Context: an optimization exercise on an open-source flow, tuned for small area and a short achievable clock period. The choices shown serve that exercise and are no tape-out recipe.
Function was checked by simulation only, so behaviour that the tests miss may differ from the original.

==> trial 9 <==
## FIR1
module FIR1 (X, clk, Y, reset);
  input  [13:0] X;
  input         clk;
  output [13:0] Y;
  input         reset;
  reg [13:0] d1;
  reg [13:0] d2;
  reg [13:0] d3;
  reg [13:0] d4;
  reg [13:0] d5;
  reg [13:0] d6;
  reg [13:0] d7;
  reg [13:0] d8;
  reg [13:0] d9;
  reg [13:0] d10;
  reg [13:0] d11;
  reg [13:0] d12;
  reg [13:0] d13;
  reg [13:0] d14;
  reg [13:0] d15;
  reg [13:0] d16;
  reg [13:0] d17;
  reg [13:0] d18;
  reg [13:0] d19;
  reg [13:0] d20;
  reg [14:0] q2_0;
  reg [14:0] q2_2;
  reg [14:0] q2_3;
  reg [29:0] r2a;
  reg [28:0] r2b;
  reg [27:0] r1;
  reg [13:0] Y;
  wire s1 = d4[0] ^ d14[0];
  wire c2 = d4[0] | d14[0];
  wire s3 = d4[1] ^ d14[1];
  wire c4 = d4[1] | d14[1];
  wire s5, c6;
  FIR1_fa us5 (q2_3[6], q2_3[0], d20[9], s5, c6);
  wire s7, c8;
  FIR1_ha us7 (d18[9], d18[7], s7, c8);
  wire s9, c10;
  FIR1_fa us9 (d4[2], d14[2], q2_3[7], s9, c10);
  wire s11, c12;
  FIR1_fa us11 (q2_3[1], d20[10], d18[10], s11, c12);
  wire s13, c14;
  FIR1_fa us13 (q2_0[12], q2_0[8], q2_0[6], s13, c14);
  wire s15, c16;
  FIR1_fa us15 (d4[3], d14[3], q2_3[8], s15, c16);
  wire s17, c18;
  FIR1_fa us17 (q2_3[2], q2_3[0], d20[11], s17, c18);
  wire s19, c20;
  FIR1_fa us19 (d18[11], d18[9], d18[7], s19, c20);
  wire s21 = q2_0[13] ^ q2_0[9];
  wire c22 = q2_0[13] | q2_0[9];
  wire s23, c24;
  FIR1_fa us23 (q2_0[14], d4[4], d14[4], s23, c24);
  wire s25, c26;
  FIR1_fa us25 (q2_2[14], q2_3[9], q2_3[3], s25, c26);
  wire s27, c28;
  FIR1_fa us27 (q2_3[1], d9[0], d20[12], s27, c28);
  wire s29, c30;
  FIR1_fa us29 (d18[12], d18[10], d18[8], s29, c30);
  ...
clock: 10.0 ns
lec_check: 0
cap_margin: 20
core_margin: 2
core_utilization: 40
cts_cluster_diameter: 150
cts_cluster_size: 26
slew_margin: 20
synth_hierarchical: 1
synth_minimum_keep_size: 0
standard.sh (not shown) runs the stock make flow with config.mk's settings and CLKGATE_MAP_FILE= SYNTH_SCRIPT=/design/flow/synth_recipe.tcl, a recipe that flattens the netlist after the stock synthesis.
==> flow/flow/run.sh <==
#!/bin/bash
set -euo pipefail
bash standard.sh SETUP_SLACK_MARGIN=6.0 finish > standard_run.log 2>&1
==> trial 63: changes against trial 9 <==
==> flow/flow/run.sh (replaced) <==
#!/bin/bash
set -euo pipefail
bash standard.sh SETUP_SLACK_MARGIN=6.3 finish > standard_run.log 2>&1
- CTS_CLUSTER_DIAMETER: 150 -> default
- CTS_CLUSTER_SIZE: 26 -> default
==> trial 78: changes against trial 9 <==
- CORE_UTILIZATION: 40 -> 50
- CTS_CLUSTER_SIZE: 26 -> 20
- PLACE_DENSITY: default -> 0.7
==> flow_metrics.env <==
export IMPL_multi_input_area_share=0.4429
export IMPL_vias_per_cell=4.742
export IMPL_status="timing/DRC/antenna clean"
export IMPL_critical_path_class="in2reg"
export IMPL_clock_latency_ns=0.56
export IMPL_slowest_delay_ns=0.50
export IMPL_cp_arrival_ns=4.37
export IMPL_ctsResizeCount=89
export IMPL_cp_startpoint="X[12]"
Source of the figures above: trial 9

==> flow_metrics.env <==
export IMPL_status="timing/DRC/antenna clean"
export IMPL_critical_path_class="reg2reg"
export IMPL_multi_input_area_share=0.4303
export IMPL_cp_startpoint="d18[11]"
export IMPL_vias_per_cell=4.731
export IMPL_cp_arrival_ns=4.48
Source of the figures above: trial 63

==> flow_metrics.env <==
export IMPL_vias_per_cell=5.098
export IMPL_critical_path_class="reg2reg"
export IMPL_cp_arrival_ns=4.50
export IMPL_ctsResizeCount=72
export IMPL_drt_total_wl_mm=45.97
export IMPL_multi_input_area_share=0.4451
export IMPL_cp_startpoint="q2_3[14]"
export IMPL_status="timing/DRC/antenna clean"
export IMPL_slowest_delay_ns=0.61
export IMPL_met1_usage=0.2800
Source of the figures above: trial 78



==> job 7557 <==
FIR1, a different RTL version from the one above (not shown whole).
clock: 10.0 ns
lec_check: 0
abc_area: 1
cap_margin: 20
core_margin: 2
core_utilization: 40
cts_cluster_diameter: 150
cts_cluster_size: 20
slew_margin: 20
synth_hierarchical: 1
synth_minimum_keep_size: 0
==> flow/flow/run.sh <==
#!/bin/bash
set -euo pipefail
bash standard.sh SETUP_SLACK_MARGIN=6.3 finish > standard_run.log 2>&1
==> inputs of job 3404, as changes to job 7557 <==
==> flow/flow/run.sh (replaced) <==
#!/bin/bash
set -euo pipefail
bash standard.sh SETUP_SLACK_MARGIN=6.4 finish > standard_run.log 2>&1
Settings changed: ABC_AREA 1 to not set.
==> results_dict.tcl <==
set metrics [dict create \
    muxShareOfSynthArea_pct 0.340 \
    outcome "finished clean" \
    drive_above_1_share_pct 15.5 \
    yosys.area_share.simple_pct 4.83 \
    worst_pin_slew_ns 0.881 \
]
the above is filed under job 3404

==> results_dict.tcl <==
set metrics [dict create \
    outcome "finished clean" \
    die_w_um 252 \
    coreArea_um2 60600 \
    yosysUniqueCellTypes 40 \
    multi_input_area_um2 11800 \
    dp_slack_ns 5.57 \
    worst_pin_slew_ns 0.994 \
    cp-end-kind "flop" \
    drive_above_1_share_pct 9.14 \
]
the above is filed under job 7557



==> inputs of job 9334 <==
Starting RTL as in the previous note.
Design FIR1, start of the top module:
module FIR1 (X, clk, Y, reset);
  input  [13:0] X;
  input         clk;
  output [13:0] Y;
  input         reset;
  reg [13:0] d1;
  reg [13:0] d2;
  reg [13:0] d3;
  reg [13:0] d4;
  reg [13:0] d5;
  reg [13:0] d6;
  reg [13:0] d7;
  reg [13:0] d8;
  reg [13:0] d9;
  reg [13:0] d10;
  reg [13:0] d11;
  reg [13:0] d12;
  reg [13:0] d13;
  reg [13:0] d14;
  reg [13:0] d15;
  reg [13:0] d16;
  reg [13:0] d17;
  reg [13:0] d18;
  reg [13:0] d19;
  reg [14:0] q2_0;
  reg [14:0] q2_1;
  reg [14:0] q2_2;
  reg [14:0] q2_3;
  reg [16:0] t2_5;
  reg [29:0] r2a;
  reg [28:0] r2b;
  reg [15:0] r1;
  reg [0:0] r1c;
  reg [11:0] r1ha;
  reg [11:0] r1hb;
  reg [14:0] r1d;
  reg [13:0] Y;
  wire s1 = d17[2] ^ d19[2];
  wire c2 = d17[2] | d19[2];
  wire s3, c4;
  FIR1_fa us3 (~d17[0], d17[3], d19[3], s3, c4);
  wire s5, c6;
  FIR1_fa us5 (d17[4], d19[4], ~d17[1], s5, c6);
  wire s7, c8;
  FIR1_fa us7 (~d17[2], d17[5], d19[5], s7, c8);
  wire s9, c10;
  FIR1_fa us9 (~d17[3], d17[6], d19[6], s9, c10);
  wire s11, c12;
  FIR1_fa us11 (~d17[4], d17[7], d19[7], s11, c12);
  wire s13, c14;
  ...
==> flow/config.mk <==
export PLATFORM = sky130hd
export DESIGN_NAME = FIR1
export DESIGN_NICKNAME = FIR1
export VERILOG_FILES = /design/flow/design.v
export SDC_FILE = /design/flow/constraint.sdc
export NUM_CORES = 4
export LEC_CHECK = 0
export ABC_AREA = 1
export CAP_MARGIN = 20
export CORE_MARGIN = 2
export CORE_UTILIZATION = 40
export CTS_CLUSTER_DIAMETER = 150
export CTS_CLUSTER_SIZE = 20
export SLEW_MARGIN = 20
export SYNTH_HIERARCHICAL = 1
export SYNTH_MINIMUM_KEEP_SIZE = 0
==> flow/constraint.sdc <==
create_clock -name core_clock -period 10.0 [get_ports {clk}]
set_input_delay 2.0000 -clock core_clock [delete_from_list [all_inputs] [get_ports {clk}]]
set_output_delay 2.0000 -clock core_clock [all_outputs]
set_load 0.01 [all_outputs]
==> flow/flow/run.sh <==
#!/bin/bash
set -euo pipefail
bash standard.sh SETUP_SLACK_MARGIN=6.3 "BUFFER_PORTS_ARGS=-buffer_cell sky130_fd_sc_hd__buf_4" finish > standard_run.log 2>&1
==> job 9179: changes against job 9334 <==
==> flow/flow/run.sh (replaced) <==
#!/bin/bash
set -euo pipefail
bash standard.sh SETUP_SLACK_MARGIN=6.5 finish > standard_run.log 2>&1
==> job 5239: changes against job 9334 <==
==> flow/flow/run.sh (replaced) <==
#!/bin/bash
set -euo pipefail
bash standard.sh SETUP_SLACK_MARGIN=6.2 "BUFFER_PORTS_ARGS=-buffer_cell sky130_fd_sc_hd__buf_4" finish > standard_run.log 2>&1
- CTS_CLUSTER_SIZE: 20 -> 26
==> results by group <==
Clock network
  • Clk Latency, worst-skew pair: 590 ps

STA
  • Final worst-path cycle share: 36.2%

Outcome
  • Outcome: finished clean

Placement
  • Placed standard-cell area: 25,900 µm²
Source of the figures above: job 9179

==> results by group <==
Outcome
  • Outcome: finished clean

STA
  • Final worst-path cycle share: a little over a third

Placement
  • Placed standard-cell area: 25,900 µm²

Die
  • Die Wd: 252 µm
Source of the figures above: job 9334

==> results by group <==
Flow run
  • Max-cap violations: 0

Outcome
  • Outcome: finished clean

Critical path
  • Crit. Startpoint: q2_2[7]
  • Worst setup EP type: flop

Detailed routing
  • Wire length on met1: 24.3 mm
  • DR top layer: met4

STA
  • Final worst-path cycle share: between 30 and 40%

Placement
  • Placed standard-cell area: 25,900 µm²
Source of the figures above: job 5239



==> inputs of 02-22 <==
RTL: one of the versions met above, not the one the previous note started from.
clock: 10.0 ns
lec_check: 0
cap_margin: 20
core_margin: 2
core_utilization: 40
cts_cluster_diameter: 150
cts_cluster_size: 20
slew_margin: 20
synth_hierarchical: 1
synth_minimum_keep_size: 0
==> flow/flow/run.sh <==
#!/bin/bash
set -euo pipefail
bash standard.sh SETUP_SLACK_MARGIN=6.0 "BUFFER_PORTS_ARGS=-buffer_cell sky130_fd_sc_hd__buf_4" finish > standard_run.log 2>&1
==> 01-13 (differences from 02-22) <==
==> flow/flow/run.sh (replaced) <==
#!/bin/bash
set -euo pipefail
bash standard.sh SETUP_SLACK_MARGIN=6.3 finish > standard_run.log 2>&1
Settings changed: CTS_BUF_LIST set to sky130_fd_sc_hd__clkbuf_4 sky130_fd_sc_hd__clkbuf_8, CTS_CLUSTER_DIAMETER 150 to unset, CTS_CLUSTER_SIZE 20 to 30.
==> 04-24 (differences from 02-22) <==
==> flow/flow/run.sh (replaced) <==
#!/bin/bash
set -euo pipefail
bash standard.sh SETUP_SLACK_MARGIN=6.3 finish > standard_run.log 2>&1
Settings changed: CORE_UTILIZATION 40 to 55, CTS_CLUSTER_DIAMETER 150 to unset, CTS_CLUSTER_SIZE 20 to unset, PLACE_DENSITY set to 0.7.
==> 04-04 (differences from 02-22) <==
==> flow/run.sh (new file) <==
#!/bin/bash
# synth_recipe.tcl (not shown) runs the flow's synth.tcl, then flattens the netlist and writes it again
# the make line also repeats each setting of config.mk as NAME=value (left out here)
make -C /OpenROAD-flow-scripts/flow DESIGN_CONFIG=/design/flow/config.mk WORK_HOME=/design/flow/orfs CLKGATE_MAP_FILE= SYNTH_SCRIPT=/design/flow/synth_recipe.tcl finish
Settings changed: SETUP_SLACK_MARGIN set to 5.
removed: flow/flow/run.sh
removed: flow/standard.sh
==> qor.yml <==
diodes: 0
gp_routability_congestion: 0.902
status: "timing/DRC/antenna clean"
holdWs_ns: 0.335
drt-met1-wl_um: 20300
crit_path_max_incr_delay_ns: 0.59
dieArea_sq_um: 59100
antenna_found_initial: 0
multi_input_area_sq_um: 11200
buffer_area_share_pct: 2.97
period_share_pct: 40.0
post_drt_wl_per_cell_um: 19.5
[end of results for 02-22]
==> qor.yml <==
status: "timing/DRC/antenna clean"
period_share_pct: 45.3
gp_routability_congestion: 0.896
drt-met1-wl_um: 20100
dieArea_sq_um: 59100
holdWs_ns: 0.336
crit_path_max_incr_delay_ns: 0.53
buffer_area_share_pct: 1.50
antenna_found_initial: 0
diodes: 0
[end of results for 04-04]
==> qor.yml <==
multi_input_area_sq_um: 11600
drt-met1-wl_um: 20800
buffer_area_share_pct: 3.44
post_drt_wl_per_cell_um: 19.6
diodes: 2
status: "timing/DRC/antenna clean"
[end of results for 01-13]
==> qor.yml <==
dieArea_sq_um: 43200
status: "timing/DRC/antenna clean"
gp_routability_congestion: 0.906
crit_path_max_incr_delay_ns: 0.56
diodes: 1
buffer_area_share_pct: 3.29
antenna_found_initial: 1
drt-met1-wl_um: 19900
post_drt_wl_per_cell_um: 22.1
[end of results for 04-24]

==> re-timing with driven ports <==
How much do the figures lean on ideal ports? The routed layouts below were timed once more, with nothing changed but the port constraints.
Step 1 sets driving cells, clkbuf_16 on the clock port and buf_2 on the other inputs (assumed; they add their load-dependent delay and slew).
Step 2 adds t to the input delays and takes it off the output delays; t is the mean of the earliest and latest rising clock arrival at the registers after step 1. Input paths then give back, and output paths get back, about the clock's delay inside the block.
Slacks: no drivers / after step 1 / after step 2; pairs: no drivers / after step 1.
run	t, ns	setup WS [ns]	clock arrival spread, ns
trial 9	0.599	6.066 / 6.083 / 5.500	0.026 / 0.027
trial 63	0.629	6.036 / 6.036 / 5.485	0.027 / 0.027
trial 78	0.618	6.000 / 6.000 / 5.428	0.032 / 0.032
job 7557	0.637	6.380 / 6.380 / 5.784	0.031 / 0.030
job 3404	0.641	6.212 / 6.222 / 5.581	0.028 / 0.029
job 9334	0.638	6.361 / 6.361 / 5.985	0.026 / 0.026
job 9179	0.639	6.377 / 6.377 / 6.071	0.033 / 0.033
job 5239	0.615	6.314 / 6.314 / 6.002	0.034 / 0.033
02-22	0.616	5.997 / 5.997 / 5.437	0.032 / 0.032
01-13	0.683	6.069 / 6.069 / 5.474	0.040 / 0.040
04-24	0.626	5.977 / 5.988 / 5.362	0.019 / 0.020
04-04	0.609	5.469 / 5.501 / 4.892	0.028 / 0.028
After both steps setup and hold are still met in every run listed. For job 3404, which loses most, drivers alone change the setup slack by +0.010 ns; drivers and shift together by -0.631 ns.
